Context: an optimization exercise on an open-source flow, tuned for small area and a short achievable clock period. The choices shown serve that exercise and are no tape-out recipe.

==> flow/design.v <==
module ALU(
    input clk,
    input [7:0] A,B,
    input [3:0] ALU_Sel,
    output reg [7:0] ALU_out
);
  wire [7:0] acc = ALU_out;
  wire use_acc_m = (ALU_Sel == 4'd5);
  wire use_one_m = (ALU_Sel == 4'd4);
  wire add_acc   = (ALU_Sel == 4'd4) | (ALU_Sel == 4'd6);
  wire [7:0] M = use_acc_m ? acc : (use_one_m ? 8'd1 : B);
  wire [7:0] C = add_acc ? acc : 8'd0;
  wire [7:0] mac = C + A * M;
  wire       sub = (ALU_Sel != 4'd0);
  wire [8:0] as  = {1'b0, A} + {1'b0, B ^ {8{sub}}} + {8'd0, sub};
  wire       a_lt_b = ~as[8];
  wire       a_eq_b = (A == B);
  wire       a_gt_b = as[8] & ~a_eq_b;
  reg [7:0] q;
  reg [7:0] r, s;
  reg [8:0] d;
  integer k;
  always @* begin
    r = 8'd0;
    for (k = 7; k >= 0; k = k - 1) begin
      s    = {r[6:0], A[k]};
      d    = {1'b0, s} - {1'b0, B};
      q[k] = ~d[8];
      r    = (q[k] ? d[7:0] : s) & ((9'd1 << (8 - k)) - 9'd1);
    end
  end
  reg [7:0] res;
  always @* begin
    case (ALU_Sel)
      4'd0, 4'd1:             res = as[7:0];
      4'd2, 4'd4, 4'd5, 4'd6: res = mac;
      4'd3:                   res = q;
      4'd7:                   res = {A[6:0], A[7]};
      4'd8:                   res = {A[0], A[7:1]};
      4'd9:                   res = A & B;
      4'd10:                  res = A | B;
      4'd11:                  res = A ^ B;
      4'd12:                  res = ~(A & B);
      4'd13:                  res = {8{a_eq_b}};
      4'd14:                  res = {8{a_gt_b}};
      default:                res = {8{a_lt_b}};
    endcase
  end
  always @(posedge clk)
    ALU_out <= res;
endmodule
Settings: LEC_CHECK=0, ABC_AREA=1, CAP_MARGIN=20, CORE_MARGIN=2, CORE_UTILIZATION=40, SLEW_MARGIN=20; clock period 15.0 ns.
standard.sh (not shown) runs the stock make flow with config.mk's settings and CLKGATE_MAP_FILE= SYNTH_SCRIPT=/design/flow/synth_recipe.tcl, a recipe that flattens the netlist after the stock synthesis.
==> flow/flow/run.sh <==
#!/bin/bash
export ADDER_MAP_FILE=

export BUFFER_PORTS_ARGS=-buffer_cell sky130_fd_sc_hd__buf_2
bash standard.sh > standard.log 2>&1
The baseline stopped in 3_3_place_gp with STA-0560.
Next try:
==> flow/flow/run.sh (replaced) <==
#!/bin/bash
export ADDER_MAP_FILE=
export SETUP_SLACK_MARGIN=8

bash standard.sh > standard.log 2>&1
Result:
- The changed run went through all stages and came out clean
- area after synthesis is unchanged
- synthesized cell count does not change
No run of this note included a check of the RTL's function; only the layout flow was run.

== run B ==
RTL: the design.v shown in full above, as it stands there.
==> flow/config.mk <==
export PLATFORM = sky130hd
export DESIGN_NAME = ALU
export DESIGN_NICKNAME = ALU
export VERILOG_FILES = /design/flow/design.v
export SDC_FILE = /design/flow/constraint.sdc
export NUM_CORES = 4
export LEC_CHECK = 0
export ABC_AREA = 1
export CAP_MARGIN = 20
export CORE_MARGIN = 2
export CORE_UTILIZATION = 40
export SLEW_MARGIN = 20
==> flow/constraint.sdc <==
create_clock -name core_clock -period 15.0 [get_ports {clk}]
set_input_delay 3.0000 -clock core_clock [delete_from_list [all_inputs] [get_ports {clk}]]
set_output_delay 3.0000 -clock core_clock [all_outputs]
set_load 0.01 [all_outputs]
==> flow/flow/run.sh <==
#!/bin/bash
export ADDER_MAP_FILE=

export BUFFER_PORTS_ARGS=-buffer_cell sky130_fd_sc_hd__buf_4
bash standard.sh > standard.log 2>&1
What ended run B was a tool error in 3_3_place_gp; the run never finished.
Inputs modified between run B and run D:
# run B
export LEC_CHECK = 0
export ABC_AREA = 1
export CAP_MARGIN = 20
export CORE_MARGIN = 2
export CORE_UTILIZATION = 40
export SLEW_MARGIN = 20
create_clock -name core_clock -period 15.0 [get_ports {clk}]
# run D
export LEC_CHECK = 0
export ABC_AREA = 1
export CAP_MARGIN = 20
export CORE_MARGIN = 2
export CORE_UTILIZATION = 40
export SETUP_SLACK_MARGIN = 5
export SLEW_MARGIN = 20
create_clock -name core_clock -period 15.0 [get_ports {clk}]
==> flow/flow/run.sh <==
#!/bin/bash
export ADDER_MAP_FILE=
bash standard.sh > standard.log 2>&1
==> results.txt <==
On number of standard-cell rows in the floorplan, run D and run B are neck and neck. Compared run D against run B; proportion of synthesized chip area in sequential cells within noise. Diff run B..run D | synthesized net count | unchanged. Number of instances in the synthesized netlist across run D and run B: no real change. Comparing run B against run D, there is no change at all in number of flops mapped to enable cells by yosys. Reported for run D and run B, fraction of the mapped netlist area in compound gates turned out identical to the last digit. Reported for run D and run B, number of synthesized register bits turned out identical to the last digit. As far as effective utilization at floorplan is concerned, run B and run D perform about the same. Width of the die came out exactly the same in run D and run B. Run D | stages: all done | timing, DRC, antenna: all pass. Synthesized area: run D vs run B identical. Number of buffers inserted by port buffering, run D and run B, higher one = run D.
No run of this note included a check of the RTL's function; only the layout flow was run.

[port drivers added, routing unchanged]
In the flow no input, the clock included, has a driving cell. The finished layouts below were timed again as built, in two steps.
Step 1 assumes that a clkbuf_16 drives the clock port and a buf_2 every other input.
Step 2 also shifts input and output timing later by t, the mid clock arrival at the registers, as if the neighbouring blocks saw the same clock.
a / b / c = no drivers / after step 1 / after step 2; a / b = the first two.
run | t (ns) | setup slack, ns | slew at the worst register clock pin (ns) | worst slew at a driven data input, ns | pins driven straight from the clock port
the second run of note 1 | 0.255 | 6.832 / 6.806 / 6.552 | 0.05 / 0.05 | 0.05 | 1
run D | 0.249 | 5.919 / 5.920 / 5.671 | 0.05 / 0.05 | 0.03 | 1
After both steps every run listed still meets setup and hold. For the second run of note 1, which loses most, drivers alone change the setup slack by -0.026 ns; drivers and shift together by -0.280 ns.
